What follows belongs to an exercise in optimizing a design on an open flow for small area and a short achievable clock period; a production flow would make more cautious choices.
In this exercise RTL edits were held to simulation tests only and were not proved equivalent to the original.
Power and IR drop assume default switching activity.

==> run a <==
==> flow/design.v (excerpt) <==
module npu_top(
    input  wire        CLKEXT,
    input  wire        RST_GLO,
    input  wire        EN_FSM,
    input  wire        EN_CONFIG,
    input  wire [7:0]  DA,
    input  wire [7:0]  DB,
    input  wire [7:0]  DC,
    input  wire [7:0]  DD,
    input  wire        RD_EN,
    input  wire        EN_PISO_DEB,
    input  wire        CLR_PISO_DEB,
    input  wire        SHIFT_DEB,
    input  wire        SEL_CON,
    output wire [7:0]  D_OUT,
    output wire        FULL,
    output wire        EMPTY
);
clock: 10.0 ns
lec_check: 0
cap_margin: 20
core_margin: 2
core_utilization: 65
slew_margin: 20
standard.sh (not shown) runs the stock make flow with config.mk's settings and CLKGATE_MAP_FILE= SYNTH_SCRIPT=/design/flow/synth_recipe.tcl, a recipe that flattens the netlist after the stock synthesis.
==> flow/flow/run.sh <==
#!/bin/bash
set -euo pipefail
bash standard.sh SETUP_SLACK_MARGIN=7 finish > standard_flow.log 2>&1
==> run b (differences from run a) <==
--- a/flow/design.v
+++ b/flow/design.v
@@ -435,31 +435,28 @@
             for (i = 0; i < 4; i = i + 1) po[i] <= dt_out[8*i +: 8];
         end else if (c_en_piso) begin
             for (i = 3; i > 0; i = i - 1) po[i] <= po[i-1];
         end
     end
     wire [95:0] deb_in = {dt_ssfr, dt_con, 7'd0, acc2_d, acc1_d, dt_d, dt_c, dt_b, dt_a};
-    reg [7:0] pd [0:11];
-    reg [7:0] pd11_n;
-    wire pd_clr = CLR_PISO_DEB | RST;
-    always @* begin
-        if (pd_clr)           pd11_n = 8'd0;
-        else if (!SHIFT_DEB)  pd11_n = deb_in[95:88];
-        else if (EN_PISO_DEB) pd11_n = pd[10];
-        else                  pd11_n = pd[11];
-    end
+    reg  [7:0] pd [0:11];
+    wire pd_clr   = CLR_PISO_DEB | RST;
+    wire pd_load  = ~pd_clr & ~SHIFT_DEB;
+    wire pd_shift = ~pd_clr & SHIFT_DEB & EN_PISO_DEB;
+    wire pd_hold  = ~pd_clr & SHIFT_DEB & ~EN_PISO_DEB;
+    reg  [7:0] pd_n [0:11];
     integer j;
-    always @(posedge CLKEXT) begin
-        if (pd_clr) begin
-            for (j = 0; j < 12; j = j + 1) pd[j] <= 8'd0;
-        end else if (!SHIFT_DEB) begin
-            for (j = 0; j < 12; j = j + 1) pd[j] <= deb_in[8*j +: 8];
-        end else if (EN_PISO_DEB) begin
-            for (j = 11; j > 0; j = j - 1) pd[j] <= pd[j-1];
-        end
+    always @* begin
+        pd_n[0] = ({8{pd_load}} & deb_in[7:0]) | ({8{pd_shift | pd_hold}} & pd[0]);
+        for (j = 1; j < 12; j = j + 1)
+            pd_n[j] = ({8{pd_load}} & deb_in[8*j +: 8]) | ({8{pd_shift}} & pd[j-1])
+                    | ({8{pd_hold}} & pd[j]);
     end
+    wire [7:0] pd11_n = pd_n[11];
+    always @(posedge CLKEXT)
+        for (j = 0; j < 12; j = j + 1) pd[j] <= pd_n[j];
     reg [7:0] mem [0:127];
     reg [6:0] wr_ptr, rp1;
     reg       full_r, empty_r;
     reg [7:0] rdata, head;
     wire wr = f_wr & ~full_r;
     wire rd = RD_EN & ~empty_r;
==> flow/flow/run.sh (replaced) <==
#!/bin/bash
set -euo pipefail
bash standard.sh SETUP_SLACK_MARGIN=6.75 finish > standard_flow.log 2>&1
- CAP_MARGIN: 20 -> 10
- CTS_CLUSTER_DIAMETER: unset -> 60
- CTS_CLUSTER_SIZE: unset -> 30
- SLEW_MARGIN: 20 -> 10
==> run c (differences from run a) <==
--- a/flow/design.v
+++ b/flow/design.v
@@ -435,52 +435,80 @@
             for (i = 0; i < 4; i = i + 1) po[i] <= dt_out[8*i +: 8];
         end else if (c_en_piso) begin
             for (i = 3; i > 0; i = i - 1) po[i] <= po[i-1];
         end
     end
     wire [95:0] deb_in = {dt_ssfr, dt_con, 7'd0, acc2_d, acc1_d, dt_d, dt_c, dt_b, dt_a};
-    reg [7:0] pd [0:11];
-    reg [7:0] pd11_n;
-    wire pd_clr = CLR_PISO_DEB | RST;
-    always @* begin
-        if (pd_clr)           pd11_n = 8'd0;
-        else if (!SHIFT_DEB)  pd11_n = deb_in[95:88];
-        else if (EN_PISO_DEB) pd11_n = pd[10];
-        else                  pd11_n = pd[11];
-    end
+    reg  [7:0] pd [0:11];
+    wire pd_clr   = CLR_PISO_DEB | RST;
+    wire pd_load  = ~pd_clr & ~SHIFT_DEB;
+    wire pd_shift = ~pd_clr & SHIFT_DEB & EN_PISO_DEB;
+    wire pd_hold  = ~pd_clr & SHIFT_DEB & ~EN_PISO_DEB;
+    reg  [7:0] pd_n [0:11];
     integer j;
-    always @(posedge CLKEXT) begin
-        if (pd_clr) begin
-            for (j = 0; j < 12; j = j + 1) pd[j] <= 8'd0;
-        end else if (!SHIFT_DEB) begin
-            for (j = 0; j < 12; j = j + 1) pd[j] <= deb_in[8*j +: 8];
-        end else if (EN_PISO_DEB) begin
-            for (j = 11; j > 0; j = j - 1) pd[j] <= pd[j-1];
-        end
+    always @* begin
+        pd_n[0] = ({8{pd_load}} & deb_in[7:0]) | ({8{pd_shift | pd_hold}} & pd[0]);
+        for (j = 1; j < 12; j = j + 1)
+            pd_n[j] = ({8{pd_load}} & deb_in[8*j +: 8]) | ({8{pd_shift}} & pd[j-1])
+                    | ({8{pd_hold}} & pd[j]);
     end
+    wire [7:0] pd11_n = pd_n[11];
+    always @(posedge CLKEXT)
+        for (j = 0; j < 12; j = j + 1) pd[j] <= pd_n[j];
     reg [7:0] mem [0:127];
-    reg [6:0] wr_ptr, rp1;
+    reg [6:0] ra;                               
     reg       full_r, empty_r;
     reg [7:0] rdata, head;
     wire wr = f_wr & ~full_r;
     wire rd = RD_EN & ~empty_r;
-    wire one_left = (rp1 == wr_ptr);            
+    wire one_left = (ra == 7'd127);             
     wire [7:0] rdata_n = RST ? 8'd0 : (rd ? head : rdata);
+    reg [7:0] t1 [0:31];
+    reg [7:0] t2 [0:7];
+    reg [7:0] t3 [0:1];
+    integer k;
+    always @* begin
+        for (k = 0; k < 32; k = k + 1)
+            case (ra[1:0])
+                2'd0: t1[k] = mem[4*k];
+                2'd1: t1[k] = mem[4*k+1];
+                2'd2: t1[k] = mem[4*k+2];
+                default: t1[k] = mem[4*k+3];
+            endcase
+        for (k = 0; k < 8; k = k + 1)
+            case (ra[3:2])
+                2'd0: t2[k] = t1[4*k];
+                2'd1: t2[k] = t1[4*k+1];
+                2'd2: t2[k] = t1[4*k+2];
+                default: t2[k] = t1[4*k+3];
+            endcase
+        for (k = 0; k < 2; k = k + 1)
+            case (ra[5:4])
+                2'd0: t3[k] = t2[4*k];
+                2'd1: t3[k] = t2[4*k+1];
+                2'd2: t3[k] = t2[4*k+2];
+                default: t3[k] = t2[4*k+3];
+            endcase
+    end
+    wire [7:0] mem_ra = ra[6] ? t3[1] : t3[0];
     always @(posedge CLKEXT) begin
-        if (wr) mem[wr_ptr] <= po[3];
+        if (wr) begin
+            mem[0] <= po[3];
+            for (k = 1; k < 128; k = k + 1) mem[k] <= mem[k-1];
+        end
     end
     always @(posedge CLKEXT) begin
         rdata <= rdata_n;
-        if (rd) head <= (wr & one_left) ? po[3] : mem[rp1];
+        if (rd) head <= (wr & one_left) ? po[3] : mem_ra;
         else if (wr & empty_r) head <= po[3];
         if (RST) begin
-            wr_ptr <= 7'd0; rp1 <= 7'd1; full_r <= 1'b0; empty_r <= 1'b1;
+            ra <= 7'd126; full_r <= 1'b0; empty_r <= 1'b1;
         end else begin
-            if (wr) wr_ptr <= wr_ptr + 7'd1;
-            if (rd) rp1 <= rp1 + 7'd1;
-            full_r  <= (full_r & ~rd) | (wr & ~rd & (wr_ptr + 7'd2 == rp1));
+            if (wr & ~rd) ra <= ra + 7'd1;
+            else if (rd & ~wr) ra <= ra - 7'd1;
+            full_r  <= (full_r & ~rd) | (wr & ~rd & (ra == 7'd125));
             empty_r <= (empty_r & ~wr) | (rd & ~wr & one_left);
         end
     end
     wire [2:0] sel_n = RST ? 3'd1 : (EN_CONFIG ? DA[7:5] : ssfr[15:13]);
     reg  [7:0] dout_n;
     always @* begin
==> flow/flow/run.sh (replaced) <==
#!/bin/bash
set -euo pipefail
bash standard.sh SETUP_SLACK_MARGIN=6.75 finish > standard_flow.log 2>&1
- CTS_CLUSTER_DIAMETER: unset -> 60
- CTS_CLUSTER_SIZE: unset -> 30
==> run notes <==
Run a finished clean. Run b produced a clean layout. Run c completed without violations.
Of run c and run b, run b has the higher flip-flop and latch count (gap 14).
Non-clock buffer count, highest first: run a, run b, run c.
Clock skew, lowest first: run c, run a, run b.
The lowest total power belongs to run c, the highest to run a.
Count of clock-buffer cells in the layout, highest first: run a, run b, run c.
Maximum frequency: run a > run b > run c.
==> figures <==
| metric | run a | run c | run b |
|---|---|---|---|
| Final-layout clock-cell area share | 6.81% | 5.07% | 5.35% |
| Switching Fraction | 23.2% | 23.4% | 24.8% |
| Final cell count without fillers | 5498 | 5219 | 5367 |
| Min Hold Slack | 0.350 ns | 0.358 ns | 0.356 ns |
| Post-detail-place hpwl | 96.5 mm | 77.2 mm | 94.6 mm |
| Final core utilization | 76.8% | 73.5% | 73.9% |
| Data arrival time of the critical path | 3.88 ns | 3.93 ns | 3.84 ns |
| Fin area | 71900 µm² | 67600 µm² | 69000 µm² |
| Routability congestion estimate from global placement | 0.911 | 0.897 | 0.911 |
| Antenna violations before repair | 9 | 0 | 2 |
| Highest attainable clock frequency | 0.307 GHz | 0.299 GHz | 0.307 GHz |
| Status | no timing/DRC/antenna violations | no timing/DRC/antenna violations | no timing/DRC/antenna violations |
| Number of diodes added for antenna fixing | 2 | 3 | 1 |

========
==> v20 <==
Another version of the RTL of npu_top (not shown whole).
Settings: LEC_CHECK=0, CAP_MARGIN=20, CORE_MARGIN=2, CORE_UTILIZATION=65, SLEW_MARGIN=20; clock period 10.0 ns.
run.sh (not shown) runs the stock make flow with config.mk's settings and CLKGATE_MAP_FILE= SYNTH_SCRIPT=/design/flow/synth_recipe.tcl, a recipe that flattens the netlist after the stock synthesis.
Stock flow here: none of the scripts above is used.
==> v37 (differences from v20) <==
--- a/flow/design.v
+++ b/flow/design.v
@@ -2,18 +2,15 @@
     input  wire [15:0] acc,
     input  wire [15:0] ps,
     input  wire [15:0] pc,
     input  wire        psg,
     input  wire        clr,
     output wire [15:0] nxt
 );
-    wire [15:0] t_s = acc ^ ps ^ pc;
-    wire [15:0] t_c = (acc & ps) | (pc & (acc ^ ps));
-    wire [15:0] sum;
-    add16 ADD (.x(t_s), .y({t_c[14:0], 1'b0}), .z(sum));
+    wire [15:0] sum = acc + ps + pc;
     wire ovf = (acc[15] == psg) & (sum[15] != acc[15]);
     assign nxt = clr ? 16'd0 : (ovf ? (acc[15] ? 16'h8000 : 16'h7FFF) : sum);
 endmodule
 module booth8_cs(input wire [7:0] a, input wire [7:0] b, output wire [15:0] s, output wire [15:0] c);
     wire [8:0] b9 = {b, 1'b0};
     wire one0 = b9[1] ^ b9[0];
     wire two0 = (b9[2] & ~b9[1] & ~b9[0]) | (~b9[2] & b9[1] & b9[0]);
@@ -437,52 +434,52 @@
         end else if (!c_shift) begin
             for (i = 0; i < 4; i = i + 1) po[i] <= dt_out[8*i +: 8];
         end else if (c_en_piso) begin
             for (i = 3; i > 0; i = i - 1) po[i] <= po[i-1];
         end
     end
     wire [95:0] deb_in = {dt_ssfr, dt_con, 7'd0, acc2_d, acc1_d, dt_d, dt_c, dt_b, dt_a};
-    reg [7:0] pd [0:11];
-    reg [7:0] pd11_n;
-    wire pd_clr = CLR_PISO_DEB | RST;
-    always @* begin
-        if (pd_clr)           pd11_n = 8'd0;
-        else if (!SHIFT_DEB)  pd11_n = deb_in[95:88];
-        else if (EN_PISO_DEB) pd11_n = pd[10];
-        else                  pd11_n = pd[11];
-    end
+    reg  [7:0] pd [0:11];
+    wire pd_clr   = CLR_PISO_DEB | RST;
+    wire pd_load  = ~pd_clr & ~SHIFT_DEB;
+    wire pd_shift = ~pd_clr & SHIFT_DEB & EN_PISO_DEB;
+    wire pd_hold  = ~pd_clr & SHIFT_DEB & ~EN_PISO_DEB;
+    reg  [7:0] pd_n [0:11];
     integer j;
-    always @(posedge CLKEXT) begin
-        if (pd_clr) begin
-            for (j = 0; j < 12; j = j + 1) pd[j] <= 8'd0;
-        end else if (!SHIFT_DEB) begin
-            for (j = 0; j < 12; j = j + 1) pd[j] <= deb_in[8*j +: 8];
-        end else if (EN_PISO_DEB) begin
-            for (j = 11; j > 0; j = j - 1) pd[j] <= pd[j-1];
-        end
+    always @* begin
+        pd_n[0] = ({8{pd_load}} & deb_in[7:0]) | ({8{pd_shift | pd_hold}} & pd[0]);
+        for (j = 1; j < 12; j = j + 1)
+            pd_n[j] = ({8{pd_load}} & deb_in[8*j +: 8]) | ({8{pd_shift}} & pd[j-1])
+                    | ({8{pd_hold}} & pd[j]);
     end
+    wire [7:0] pd11_n = pd_n[11];
+    always @(posedge CLKEXT)
+        for (j = 0; j < 12; j = j + 1) pd[j] <= pd_n[j];
     reg [7:0] mem [0:127];
-    reg [6:0] wr_ptr, rd_ptr;
+    reg [6:0] wr_ptr, rp1;
     reg       full_r, empty_r;
-    reg [7:0] rdata;
+    reg [7:0] rdata, head;
     wire wr = f_wr & ~full_r;
     wire rd = RD_EN & ~empty_r;
-    wire [7:0] rdata_n = RST ? 8'd0 : (rd ? mem[rd_ptr] : rdata);
+    wire one_left = (rp1 == wr_ptr);            
+    wire [7:0] rdata_n = RST ? 8'd0 : (rd ? head : rdata);
     always @(posedge CLKEXT) begin
         if (wr) mem[wr_ptr] <= po[3];
     end
     always @(posedge CLKEXT) begin
         rdata <= rdata_n;
+        if (rd) head <= (wr & one_left) ? po[3] : mem[rp1];
+        else if (wr & empty_r) head <= po[3];
         if (RST) begin
-            wr_ptr <= 7'd0; rd_ptr <= 7'd0; full_r <= 1'b0; empty_r <= 1'b1;
+            wr_ptr <= 7'd0; rp1 <= 7'd1; full_r <= 1'b0; empty_r <= 1'b1;
         end else begin
             if (wr) wr_ptr <= wr_ptr + 7'd1;
-            if (rd) rd_ptr <= rd_ptr + 7'd1;
-            full_r  <= (full_r & ~rd) | (wr & ~rd & (wr_ptr + 7'd1 == rd_ptr));
-            empty_r <= (empty_r & ~wr) | (rd & ~wr & (rd_ptr + 7'd1 == wr_ptr));
+            if (rd) rp1 <= rp1 + 7'd1;
+            full_r  <= (full_r & ~rd) | (wr & ~rd & (wr_ptr + 7'd2 == rp1));
+            empty_r <= (empty_r & ~wr) | (rd & ~wr & one_left);
         end
     end
     wire [2:0] sel_n = RST ? 3'd1 : (EN_CONFIG ? DA[7:5] : ssfr[15:13]);
     reg  [7:0] dout_n;
     always @* begin
         case (sel_n)
             3'd0: dout_n = rdata_n;
==> flow/flow/run.sh (new file) <==
#!/bin/bash
set -euo pipefail
bash standard.sh SETUP_SLACK_MARGIN=6.75 finish > standard_flow.log 2>&1
==> flow/standard.sh (new file) <==
#!/bin/bash
# synth_recipe.tcl (not shown) runs the flow's synth.tcl, then flattens the netlist and writes it again
# the make line also repeats each setting of config.mk as NAME=value (left out here)
make -C /OpenROAD-flow-scripts/flow DESIGN_CONFIG=/design/flow/config.mk WORK_HOME=/design/flow/orfs CLKGATE_MAP_FILE= SYNTH_SCRIPT=/design/flow/synth_recipe.tcl "${@:-finish}"
Settings changed: CTS_CLUSTER_DIAMETER from default to 50, CTS_CLUSTER_SIZE from default to 24.
removed: flow/run.sh
==> v11 (differences from v20) <==
--- a/flow/design.v
+++ b/flow/design.v
@@ -2,18 +2,15 @@
     input  wire [15:0] acc,
     input  wire [15:0] ps,
     input  wire [15:0] pc,
     input  wire        psg,
     input  wire        clr,
     output wire [15:0] nxt
 );
-    wire [15:0] t_s = acc ^ ps ^ pc;
-    wire [15:0] t_c = (acc & ps) | (pc & (acc ^ ps));
-    wire [15:0] sum;
-    add16 ADD (.x(t_s), .y({t_c[14:0], 1'b0}), .z(sum));
+    wire [15:0] sum = acc + ps + pc;
     wire ovf = (acc[15] == psg) & (sum[15] != acc[15]);
     assign nxt = clr ? 16'd0 : (ovf ? (acc[15] ? 16'h8000 : 16'h7FFF) : sum);
 endmodule
 module booth8_cs(input wire [7:0] a, input wire [7:0] b, output wire [15:0] s, output wire [15:0] c);
     wire [8:0] b9 = {b, 1'b0};
     wire one0 = b9[1] ^ b9[0];
     wire two0 = (b9[2] & ~b9[1] & ~b9[0]) | (~b9[2] & b9[1] & b9[0]);
@@ -437,52 +434,52 @@
         end else if (!c_shift) begin
             for (i = 0; i < 4; i = i + 1) po[i] <= dt_out[8*i +: 8];
         end else if (c_en_piso) begin
             for (i = 3; i > 0; i = i - 1) po[i] <= po[i-1];
         end
     end
     wire [95:0] deb_in = {dt_ssfr, dt_con, 7'd0, acc2_d, acc1_d, dt_d, dt_c, dt_b, dt_a};
-    reg [7:0] pd [0:11];
-    reg [7:0] pd11_n;
-    wire pd_clr = CLR_PISO_DEB | RST;
-    always @* begin
-        if (pd_clr)           pd11_n = 8'd0;
-        else if (!SHIFT_DEB)  pd11_n = deb_in[95:88];
-        else if (EN_PISO_DEB) pd11_n = pd[10];
-        else                  pd11_n = pd[11];
-    end
+    reg  [7:0] pd [0:11];
+    wire pd_clr   = CLR_PISO_DEB | RST;
+    wire pd_load  = ~pd_clr & ~SHIFT_DEB;
+    wire pd_shift = ~pd_clr & SHIFT_DEB & EN_PISO_DEB;
+    wire pd_hold  = ~pd_clr & SHIFT_DEB & ~EN_PISO_DEB;
+    reg  [7:0] pd_n [0:11];
     integer j;
-    always @(posedge CLKEXT) begin
-        if (pd_clr) begin
-            for (j = 0; j < 12; j = j + 1) pd[j] <= 8'd0;
-        end else if (!SHIFT_DEB) begin
-            for (j = 0; j < 12; j = j + 1) pd[j] <= deb_in[8*j +: 8];
-        end else if (EN_PISO_DEB) begin
-            for (j = 11; j > 0; j = j - 1) pd[j] <= pd[j-1];
-        end
+    always @* begin
+        pd_n[0] = ({8{pd_load}} & deb_in[7:0]) | ({8{pd_shift | pd_hold}} & pd[0]);
+        for (j = 1; j < 12; j = j + 1)
+            pd_n[j] = ({8{pd_load}} & deb_in[8*j +: 8]) | ({8{pd_shift}} & pd[j-1])
+                    | ({8{pd_hold}} & pd[j]);
     end
+    wire [7:0] pd11_n = pd_n[11];
+    always @(posedge CLKEXT)
+        for (j = 0; j < 12; j = j + 1) pd[j] <= pd_n[j];
     reg [7:0] mem [0:127];
-    reg [6:0] wr_ptr, rd_ptr;
+    reg [6:0] wr_ptr, rp1;
     reg       full_r, empty_r;
-    reg [7:0] rdata;
+    reg [7:0] rdata, head;
     wire wr = f_wr & ~full_r;
     wire rd = RD_EN & ~empty_r;
-    wire [7:0] rdata_n = RST ? 8'd0 : (rd ? mem[rd_ptr] : rdata);
+    wire one_left = (rp1 == wr_ptr);            
+    wire [7:0] rdata_n = RST ? 8'd0 : (rd ? head : rdata);
     always @(posedge CLKEXT) begin
         if (wr) mem[wr_ptr] <= po[3];
     end
     always @(posedge CLKEXT) begin
         rdata <= rdata_n;
+        if (rd) head <= (wr & one_left) ? po[3] : mem[rp1];
+        else if (wr & empty_r) head <= po[3];
         if (RST) begin
-            wr_ptr <= 7'd0; rd_ptr <= 7'd0; full_r <= 1'b0; empty_r <= 1'b1;
+            wr_ptr <= 7'd0; rp1 <= 7'd1; full_r <= 1'b0; empty_r <= 1'b1;
         end else begin
             if (wr) wr_ptr <= wr_ptr + 7'd1;
-            if (rd) rd_ptr <= rd_ptr + 7'd1;
-            full_r  <= (full_r & ~rd) | (wr & ~rd & (wr_ptr + 7'd1 == rd_ptr));
-            empty_r <= (empty_r & ~wr) | (rd & ~wr & (rd_ptr + 7'd1 == wr_ptr));
+            if (rd) rp1 <= rp1 + 7'd1;
+            full_r  <= (full_r & ~rd) | (wr & ~rd & (wr_ptr + 7'd2 == rp1));
+            empty_r <= (empty_r & ~wr) | (rd & ~wr & one_left);
         end
     end
     wire [2:0] sel_n = RST ? 3'd1 : (EN_CONFIG ? DA[7:5] : ssfr[15:13]);
     reg  [7:0] dout_n;
     always @* begin
         case (sel_n)
             3'd0: dout_n = rdata_n;
==> flow/flow/run.sh (new file) <==
#!/bin/bash
set -euo pipefail
bash standard.sh SETUP_SLACK_MARGIN=6.75 finish > standard_flow.log 2>&1
==> flow/standard.sh (new file) <==
#!/bin/bash
# synth_recipe.tcl (not shown) runs the flow's synth.tcl, then flattens the netlist and writes it again
# the make line also repeats each setting of config.mk as NAME=value (left out here)
make -C /OpenROAD-flow-scripts/flow DESIGN_CONFIG=/design/flow/config.mk WORK_HOME=/design/flow/orfs CLKGATE_MAP_FILE= SYNTH_SCRIPT=/design/flow/synth_recipe.tcl "${@:-finish}"
Settings changed: ABC_AREA from default to 1, CTS_CLUSTER_DIAMETER from default to 60, CTS_CLUSTER_SIZE from default to 30.
removed: flow/run.sh
==> comparison table <==
| metric | v11 | v20 | v37 |
|---|---|---|---|
| Run status | no timing/DRC/antenna violations | no timing/DRC/antenna violations | no timing/DRC/antenna violations |
| TritonCTS sink count | 1497 | 1489 | 1497 |
| Post-CTS Resized | 156 | 0 | 256 |
| Global-route wire length before repair | 257000 um | 236000 um | 235000 um |
| Critical path startpoint | full_r | SEL_CON | acc2_d[0] |
| Final Hold Slack | 0.354 ns | 0.343 ns | 0.344 ns |
| GRT Overall Usage | 34.6% | 33.2% | 33.0% |
| Share of cell area taken by multi-input logic gates | 28.7% | 29.8% | 29.6% |
| Multi-input gate area in the final layout | 19900 um^2 | 20300 um^2 | 20700 um^2 |
| Largest fanout on the critical path | 2 | 27 | 5 |
| Clock buffer and inverter area fraction after layout | 6.29% | 7.00% | 6.51% |
| FF+latch area | 40400 um^2 | 40100 um^2 | 40500 um^2 |
| Worst r2r dst | mem[73][0] | acc1_d[12] | acc2_d[4] |
| Final routed wire length divided by cell count | 23.9 um | 28.4 um | 29.4 um |
| Detailed-route via count | 44862 | 37142 | 35849 |
| Max-slew headroom at the worst pin | 27.4% | 14.0% | 25.7% |
| Drt pass-1 iters | 8 | 6 | 6 |

-- what the ideal ports hide --
In the flow no input, the clock included, has a driving cell. The finished layouts below were timed again as built, in two steps.
Step 1 (the two cells are an assumption about what drives the block):
set clk [get_ports {CLKEXT}]
set_driving_cell -lib_cell sky130_fd_sc_hd__clkbuf_16 $clk
set_driving_cell -lib_cell sky130_fd_sc_hd__buf_2 [delete_from_list [all_inputs] $clk]
Step 2 adds t to the input delays and takes it off the output delays; t is the mean of the earliest and latest rising clock arrival at the registers after step 1. Input paths then give back, and output paths get back, about the clock's delay inside the block.
Slacks: ideal ports / drivers / drivers and shift; pairs: ideal ports / drivers.
run | t, ns | setup WS [ns] | worst setup path after step 2 | worst data-port slew with drivers (ns) | pins driven straight from the clock port
run a | 0.833 | 6.745 / 6.688 / 5.995 | input to register | 0.14 | 1
run b | 0.772 | 6.739 / 6.721 / 5.988 | input to register | 0.13 | 1
run c | 0.762 | 6.659 / 6.696 / 5.933 | input to register | 0.06 | 1
v20 | 0.825 | 5.332 / 5.374 / 4.549 | input to register | 0.10 | 1
v37 | 0.824 | 6.742 / 6.678 / 5.901 | input to register | 0.13 | 1
v11 | 0.795 | 6.674 / 6.600 / 5.994 | input to register | 0.10 | 1
After both steps every run listed still meets setup and hold. The setup slack of v37, which loses most, moves by -0.064 ns with the drivers and by -0.841 ns with both steps.
